This design comes from an exercise in tuning for small area, a short achievable clock period and few clock cycles per item on the open sky130 flow, not from production work. In this exercise RTL edits were held to simulation tests only and were not proved equivalent to the original. Power figures rest on the tool's default switching activity, not on a simulated workload.

**flow/run.sh**
```bash
#!/bin/bash
# The standard layout, with every port buffered by the smallest buffer
# (sky130_fd_sc_hd__buf_1) instead of the clock-delay buffer buffer_ports
# picks by default. ORFS writes each step's log under orfs/logs/; make's own
# output goes to standard.log.
set -euo pipefail
export BUFFER_PORTS_ARGS="-buffer_cell sky130_fd_sc_hd__buf_1"
bash standard.sh > standard.log 2>&1
```
**standard.sh**
```bash
#!/bin/bash
# synth_recipe.tcl (not shown) runs the flow's synth.tcl, then flattens the netlist and writes it again
# the make line also repeats each setting of config.mk as NAME=value (left out here)
make -C /OpenROAD-flow-scripts/flow DESIGN_CONFIG=/design/flow/config.mk WORK_HOME=/design/flow/orfs CLKGATE_MAP_FILE= SYNTH_SCRIPT=/design/flow/synth_recipe.tcl "${@:-finish}"
```
**config.mk**
```make
export PLATFORM = sky130hd
export DESIGN_NAME = boron_codec
export DESIGN_NICKNAME = boron_codec
export VERILOG_FILES = /design/flow/design.v
export SDC_FILE = /design/flow/constraint.sdc
export NUM_CORES = 4
export LEC_CHECK = 0
export ABC_AREA = 1
export CAP_MARGIN = 20
export CORE_MARGIN = 2
export CORE_UTILIZATION = 40
export PLACE_DENSITY = 0.6
export SETUP_SLACK_MARGIN = 1.9
export SLEW_MARGIN = 20
```
**constraint.sdc**
```tcl
create_clock -name core_clock -period 4.0 [get_ports {clk}]
set_input_delay 0.8000 -clock core_clock [delete_from_list [all_inputs] [get_ports {clk}]]
set_output_delay 0.8000 -clock core_clock [all_outputs]
set_load 0.01 [all_outputs]
```
**design.v**
```verilog
module question1_c(
            input clk,
            input [63:0] plain_text,
            input [79:0] master_key,
            input rst,
            input start,
            output [63:0] out,
            output reg done);
reg  [63:0] state;
reg  [79:0] key;
reg  [4:0]  rcounter;
reg         fin, seen;
wire [79:0] next_key;
wire [63:0] next_state;
boron_ks    u_ks  (.k(key), .r(rcounter), .o(next_key));
boron_round u_rnd (.x(state), .k(next_key[63:0]), .o(next_state));
assign out = state;
always @(posedge clk) begin
    if (rst) begin
        state    <= plain_text ^ master_key[63:0];
        key      <= master_key;
        rcounter <= 5'd0;
        fin      <= 1'b0;
        seen     <= 1'b0;
        done     <= 1'b0;
    end else begin
        key      <= next_key;
        rcounter <= rcounter + 5'd1;
        if (!fin)
            state <= next_state;
        if (rcounter == 5'd24)
            fin <= 1'b1;
        seen <= seen | start;
        done <= (fin | (rcounter == 5'd24)) & (seen | start);
    end
end
endmodule
module boron_sbox(input [3:0] a, output [3:0] y);
wire [63:0] tbl = 64'h6358F02DAC971B4E;
assign y = tbl[4*a +: 4];
endmodule
module boron_isbox(input [3:0] a, output [3:0] y);
wire [63:0] tbl = 64'hB086275C4FD1E93A;
assign y = tbl[4*a +: 4];
endmodule
module boron_ks(input [79:0] k, input [4:0] r, output [79:0] o);
wire [79:0] m = {k[66:0], k[79:67]};
wire [3:0] s;
boron_sbox u_s (.a(m[3:0]), .y(s));
assign o = {m[79:64], m[63:59] ^ r, m[58:4], s};
endmodule
module boron_kf(input [79:0] k, input [4:0] r, output [79:0] o);
wire [3:0] s;
boron_isbox u_s (.a(k[3:0]), .y(s));
wire [79:0] m = {k[79:64], k[63:59] ^ r, k[58:4], s};
assign o = {m[12:0], m[79:13]};
endmodule
module boron_round(input [63:0] x, input [63:0] k, output [63:0] o);
wire [63:0] t;
genvar i;
generate for (i = 0; i < 16; i = i + 1) begin : g_s
    boron_sbox u_s (.a(x[4*i +: 4]), .y(t[4*i +: 4]));
end endgenerate
boron_mix u_mix (.t(t), .k(k), .o(o));
endmodule
module boron_mix(input [63:0] t, input [63:0] k, output [63:0] o);
wire [15:0] b1 = {t[6:0],   t[15:7]};     
wire [15:0] b2 = {t[19:16], t[31:20]};    
wire [15:0] b3 = {t[32],    t[47:33]};    
wire [15:0] b4 = {t[62:48], t[63]};       
assign o = {b4 ^ b3 ^ b1, b3 ^ b1, b4 ^ b2, b4 ^ b2 ^ b1} ^ k;
endmodule
module decryption(input clk,
                  input start,
                  input [63:0] ciphertext,
                  input [79:0] key_in,
                  output reg done,
                  output [63:0] message);
reg  [63:0] state;
reg  [79:0] key;
reg  [4:0]  rcounter;
reg         sched1, sched2, run;
wire [79:0] key_l, key_f;
wire [79:0] key_c [0:12];
wire [63:0] state_r;
boron_ks u_kl (.k(key_in), .r(5'd0), .o(key_l));
assign key_c[0] = key;
genvar i;
generate for (i = 0; i < 12; i = i + 1) begin : g_ks
    localparam [4:0] RA = 1 + i, RB = 13 + i;
    boron_ks u_k (.k(key_c[i]), .r(sched2 ? RB : RA), .o(key_c[i+1]));
end endgenerate
boron_kf     u_kf  (.k(key), .r(rcounter), .o(key_f));
boron_iround u_rnd (.x(state), .k(key_f[63:0]), .o(state_r));
assign message = state;
always @(posedge clk) begin
    if (!start) begin
        key      <= key_l;
        sched1   <= 1'b1;
        sched2   <= 1'b0;
        run      <= 1'b0;
        done     <= 1'b0;
        rcounter <= 5'd24;
    end else begin
        sched1 <= 1'b0;
        sched2 <= sched1;
        key <= (sched1 | sched2) ? key_c[12] : key_f;
        if (sched2) begin
            state <= ciphertext ^ key_c[12][63:0];
            run   <= 1'b1;
        end
        if (run & !done) begin
            state    <= state_r;
            rcounter <= rcounter - 5'd1;
            if (rcounter == 5'd0)
                done <= 1'b1;
        end
    end
end
endmodule
module boron_iround(input [63:0] x, input [63:0] k, output [63:0] o);
wire [63:0] t, s;
boron_imix u_mix (.x(x), .t(t));
genvar i;
generate for (i = 0; i < 16; i = i + 1) begin : g_s
    boron_isbox u_s (.a(t[4*i +: 4]), .y(s[4*i +: 4]));
end endgenerate
assign o = s ^ k;
endmodule
module boron_imix(input [63:0] x, output [63:0] t);
wire [15:0] a1 = x[31:16] ^ x[15:0];
wire [15:0] a2 = x[63:48] ^ x[47:32] ^ x[31:16];
wire [15:0] a3 = x[47:32] ^ x[31:16] ^ x[15:0];
wire [15:0] a4 = x[47:32] ^ x[63:48];
assign t = {{a4[0],    a4[15:1]},      
            {a3[14:0], a3[15]},        
            {a2[11:0], a2[15:12]},     
            {a1[8:0],  a1[15:9]}};     
endmodule
module boron_codec(
    input         clk,
    input         rst,
    input         enc_start,
    input  [63:0] enc_plain,
    input  [79:0] enc_key,
    output [63:0] enc_out,
    output        enc_done,
    input         dec_start,
    input  [63:0] dec_cipher,
    input  [79:0] dec_key,
    output [63:0] dec_out,
    output        dec_done
);
question1_c u_enc (.clk(clk),.plain_text(enc_plain),.master_key(enc_key),.rst(rst),.start(enc_start),.out(enc_out),.done(enc_done));
decryption  u_dec (.clk(clk),.start(dec_start),.ciphertext(dec_cipher),.key_in(dec_key),.done(dec_done),.message(dec_out));
endmodule
```
==> flow_summary.rst <==
.. list-table::
   :header-rows: 1

   * - Metric
     - Value
   * - Netlist cell types
     - 50
   * - Total internal power
     - 11100 uW
   * - Fin crit share
     - 54.8%
   * - ANT nets after route
     - 0
   * - Pin count of the biggest net entering global routing
     - 190
   * - Clk buf depth
     - 3
   * - Final-report setup violation count
     - 0
   * - Total overflow reported by the global router
     - 0
   * - Average footprint of a synthesized cell
     - 6.41 um^2
   * - Number of port buffers
     - 421
   * - Clock-pin slew reported for the worst setup and hold paths after clock tree synthesis
     - 0.06 ns
   * - Setup repair after global routing missed its margin
     - true
   * - Post-detail-place hpwl
     - 78700 um
   * - Run status
     - complete, no violations
   * - Net count after synthesis
     - 4278
   * - Combined buffer and inverter count along the critical path
     - 2
   * - Dominant register cell in the synthesized netlist
     - sky130_fd_sc_hd__dfxtp_1
   * - Commonest non-fill, non-tap cell in the layout
     - sky130_fd_sc_hd__nand2_1
   * - Full die area
     - 63500 um^2
   * - Cells after Synth
     - 3836
   * - Flip-flop and latch count after synthesis
     - 305
   * - Ports placed on the boundary
     - 422
   * - Leakage power summed over all cells
     - 0.0155 uW
   * - Proportion of synthesized flip-flops having asynchronous set or reset
     - 0%
   * - Wire length per cell
     - 19.7 um
   * - Clock sinks
     - 305
   * - Worst Setup Start Kind
     - flop
   * - CTS tree
     - yes
   * - Total DRC errors in the routed layout
     - 0
   * - 1st-pass router iterations
     - 6
   * - Vias
     - 27800
   * - Initial DRC count
     - 2508
   * - Ratio of cells with drive above 1 in the final layout
     - 18.7%
   * - Most numerous cell on the critical path
     - sky130_fd_sc_hd__nand2_2
   * - Setup TNS
     - 0 ns
   * - Top cells by area in the synthesized netlist
     - sky130_fd_sc_hd__nand2_1 22%, sky130_fd_sc_hd__edfxtp_1 16%, sky130_fd_sc_hd__dfxtp_1 14%
   * - Path category of the worst min-delay check
     - in2reg
   * - Core region area
     - 60600 um^2
   * - Timing-limited maximum frequency
     - 0.456 GHz
   * - Shortest clock period the worst path allows after layout
     - 2.19 ns
   * - Clock buffer count from CTS
     - 39
   * - Total number of placement rows
     - 90
   * - CTS Root Cell
     - sky130_fd_sc_hd__clkbuf_16
   * - Via count of the first global-routing pass
     - 24600
   * - Gate power share
     - 59.3%
   * - PD cells
     - 669 nW/um^2
   * - GR met1 Demand/Resource
     - 40.3%
   * - Relative slew margins
     - 34.9%
   * - Critical Path Sink Type
     - flop
   * - Final worst setup slack
     - 1.81 ns
   * - Worst-path cell with the longest stage delay
     - sky130_fd_sc_hd__dfxtp_4
   * - Fin. Hold Viols
     - 0
   * - Synth Warn #
     - 2
   * - Post-Route Skew
     - 0.0317 ns
   * - Family with the most delay on the worst path
     - simple AND/OR/NAND/NOR gates
   * - Number of antenna violations at the first check in global routing
     - 6
   * - Required time reported for the critical path endpoint
     - 4.34 ns
   * - Area of the mapped netlist
     - 24600 um^2
   * - Latest clock arrival within the worst-skew pair
     - 0.59 ns
   * - Detailed-route vias per instance
     - 5.29
   * - Worst Path Class, Setup
     - reg2reg
   * - Area growth syn-to-layout
     - 30.0%
   * - Transition at the pin with the smallest max-transition slack
     - 0.976 ns
   * - Most used cells in the layout excluding fill and tap cells
     - 1322 x sky130_fd_sc_hd__nand2_1, 390 x sky130_fd_sc_hd__buf_1, 358 x sky130_fd_sc_hd__nand3_1
   * - Top cell type's share of synthesized area
     - 22.4%
   * - Tot GR Track Use
     - 30.8%
   * - Post-placement setup slack
     - 1.36 ns
   * - Gr busiest metal
     - met2
   * - Critical path arrival
     - 2.53 ns
   * - Net switching power figure
     - 10300 uW
   * - Count of flip-flops with a built-in enable after synthesis
     - 128
   * - Worst-path cell chain
     - inv_4 -> ha_4 -> nand2_4 -> o211ai_1 -> nand2_2 -> inv_2 -> ha_4 -> nor2_4 -> a21oi_2 -> or2_4 -> nand2_4 -> nand2_2 -> nand3_2 -> nand2_2
   * - Detailed Route WL
     - 104000 um
   * - Number of H-tree levels
     - 2
   * - Maxcap violations
     - 0
   * - Die H
     - 252 um
   * - Portion of the post-synthesis area used by sequential elements
     - 30.0%
   * - Slowest cell delay on critical path
     - 0.37 ns
   * - Effective utilization at floorplan
     - 40.6%
   * - Final estimated routing congestion in global placement
     - 0.973
   * - Worst-case register-to-register setup slack
     - 1.81 ns
   * - Clock share of power
     - 17.5%
   * - Wire length of the first global-routing pass
     - 147000 um
   * - Cell type with the largest total area after synthesis
     - sky130_fd_sc_hd__nand2_1
   * - CP max FO
     - 4
   * - GR Layer Usage met3
     - 4.63%
   * - Width of the die
     - 252 um
   * - Global routing usage on met2
     - 49.3%
   * - Sequential group share of total power
     - 23.2%
   * - Net count, final
     - 4883
   * - Peak VDD IR
     - 0.423 mV
   * - Total count of max-transition violations in the final report
     - 0
   * - Switching Share
     - 48.2%
[kinds of logic (layout without fill, tap and decap cells)]
logic type | Yosys count | in the layout | share of synthesized area (%)
buf+inv | 522 | 1158 | 8.38
compound gates | 548 | 548 | 12.1
xor+xnor | 167 | 167 | 5.98
flops | 305 | 305 | 30.0
other cells | 0 | 5 | 0
simple gates | 2144 | 2144 | 35.9
fa+ha+maj | 150 | 150 | 7.63
[layout make-up]
cell class / count / area, um^2
diodes: 5 / 12.5
multi-input cells: 3009 / 16900
well taps: 782 / 978
repair buffers: 674 / 3700
clock buffers: 58 / 1200
clock inverters: 14 / 136
inverters: 412 / 1600
flip-flops and latches: 305 / 7440
fillers: 6107 / 28600
[Yosys cell counts, types with 17 or more instances]
cell,instances
sky130_fd_sc_hd__a21oi_1,176
sky130_fd_sc_hd__buf_2,43
sky130_fd_sc_hd__clkbuf_1,52
sky130_fd_sc_hd__dfxtp_1,177
sky130_fd_sc_hd__edfxtp_1,128
sky130_fd_sc_hd__ha_1,150
sky130_fd_sc_hd__inv_1,389
sky130_fd_sc_hd__inv_2,22
sky130_fd_sc_hd__nand2_1,1467
sky130_fd_sc_hd__nand2_2,17
sky130_fd_sc_hd__nand3_1,393
sky130_fd_sc_hd__nand4_1,23
sky130_fd_sc_hd__nor2_1,177
sky130_fd_sc_hd__o211ai_1,49
sky130_fd_sc_hd__o21ai_0,252
sky130_fd_sc_hd__o21ai_1,28
sky130_fd_sc_hd__or2_2,24
sky130_fd_sc_hd__xnor2_1,58
sky130_fd_sc_hd__xor2_1,108
[state kept, by name, indices dropped and copies added (netlist names)]
name / cells
u_dec.done: 1
u_dec.key: 80
u_dec.rcounter: 5
u_dec.run: 1
u_dec.sched1: 1
u_dec.sched2: 1
u_dec.state: 64
u_enc.done: 1
u_enc.fin: 1
u_enc.key: 80
u_enc.rcounter: 5
u_enc.seen: 1
u_enc.state: 64
[power by group through the flow]
stage	sequential [uW]	clock (uW)	combinational, uW
global placement	5220	0	9740
finish	4960	3740	12700
detailed placement	5210	0	9810
global route	5000	3890	14100
CTS	4950	3790	10900
floorplan	4850	0	7050
[worst register-to-register path: stages, from the launching register on]
cell and delay [ns]:
sky130_fd_sc_hd__dfxtp_4 0.37, sky130_fd_sc_hd__inv_4 0.05, sky130_fd_sc_hd__ha_4 0.27, sky130_fd_sc_hd__nand2_4 0.05, sky130_fd_sc_hd__o211ai_1 0.12, sky130_fd_sc_hd__nand2_2 0.10
sky130_fd_sc_hd__inv_2 0.09, sky130_fd_sc_hd__ha_4 0.22, sky130_fd_sc_hd__nor2_4 0.10, sky130_fd_sc_hd__a21oi_2 0.04, sky130_fd_sc_hd__or2_4 0.26, sky130_fd_sc_hd__nand2_4 0.06
sky130_fd_sc_hd__nand2_2 0.05, sky130_fd_sc_hd__nand3_2 0.07, sky130_fd_sc_hd__nand2_2 0.09
[layer usage]
| layer | vias up | share of wire [%] | wire length [um] |
|---|---|---|---|
| met1 | 12700 | 41 | 42700 |
| met5 | - | 0.015 | 16 |
| met2 | 1214 | 45 | 47100 |
| li1 | 13600 | - | - |
| met3 | 242 | 7.8 | 8050 |
| met4 | 2 | 5.6 | 5840 |
[path summary, 6_finish.rpt]
| check | start | endpoint | cells after the start |
|---|---|---|---|
| worst min register to register | u_enc.key[66] | u_enc.key[79] | 2 |
| worst min-delay path | enc_key[66] | u_enc.key[66] | 3 |
| worst max-delay path | u_dec.key[15] | u_dec.state[16] | 14 |
| worst max register to register | u_dec.key[15] | u_dec.state[16] | 14 |
[repair_timing]
action,4_1_cts,5_1_grt
pin swaps,59,131
hold buffers,0,0
endpoints found under the setup margin,220,164
buffers inserted,109,128
gates cloned,0,0
resized for setup,208,368
[through the flow]
stage	hold WS (ns)	utilization, %	cells	area, um^2	power (uW)
6_report	0.411	52.8	5259	32000	21400
5_1_grt	0.419	52.8	5259	32000	23000
4_1_cts	0.389	49.1	5126	29800	19600
3_5_place_dp	0.403	44.5	4945	26900	15000
3_3_place_gp	0.404	44.5	4945	26900	15000
2_1_floorplan	0.396	-	3836	24700	11900
Testbench counts, summed over its fixed seeds: cycles 6,920, items 256.

separate check: timing with driven ports:
In the flow no input, the clock included, has a driving cell. The finished layout below was timed again as built, in two steps.
Step 1 assumes that a clkbuf_16 drives the clock port and a buf_2 every other input.
Step 2 moves the port delays by t, midway between the first and last clock arrival at a register: inputs arrive t later, outputs are due t later. That takes back most of the time a late clock gives input paths.
a / b / c = no drivers / after step 1 / after step 2; a / b = the first two.
t (ns): 0.643
setup slack, ns: 1.809 / 1.743 / 1.459
worst setup path at the end: input to register
slew at the worst register clock pin (ns): 0.06 / 0.06
After both steps setup and hold are still met in this run. The setup slack of this run moves by -0.066 ns with the drivers and by -0.350 ns with both steps.
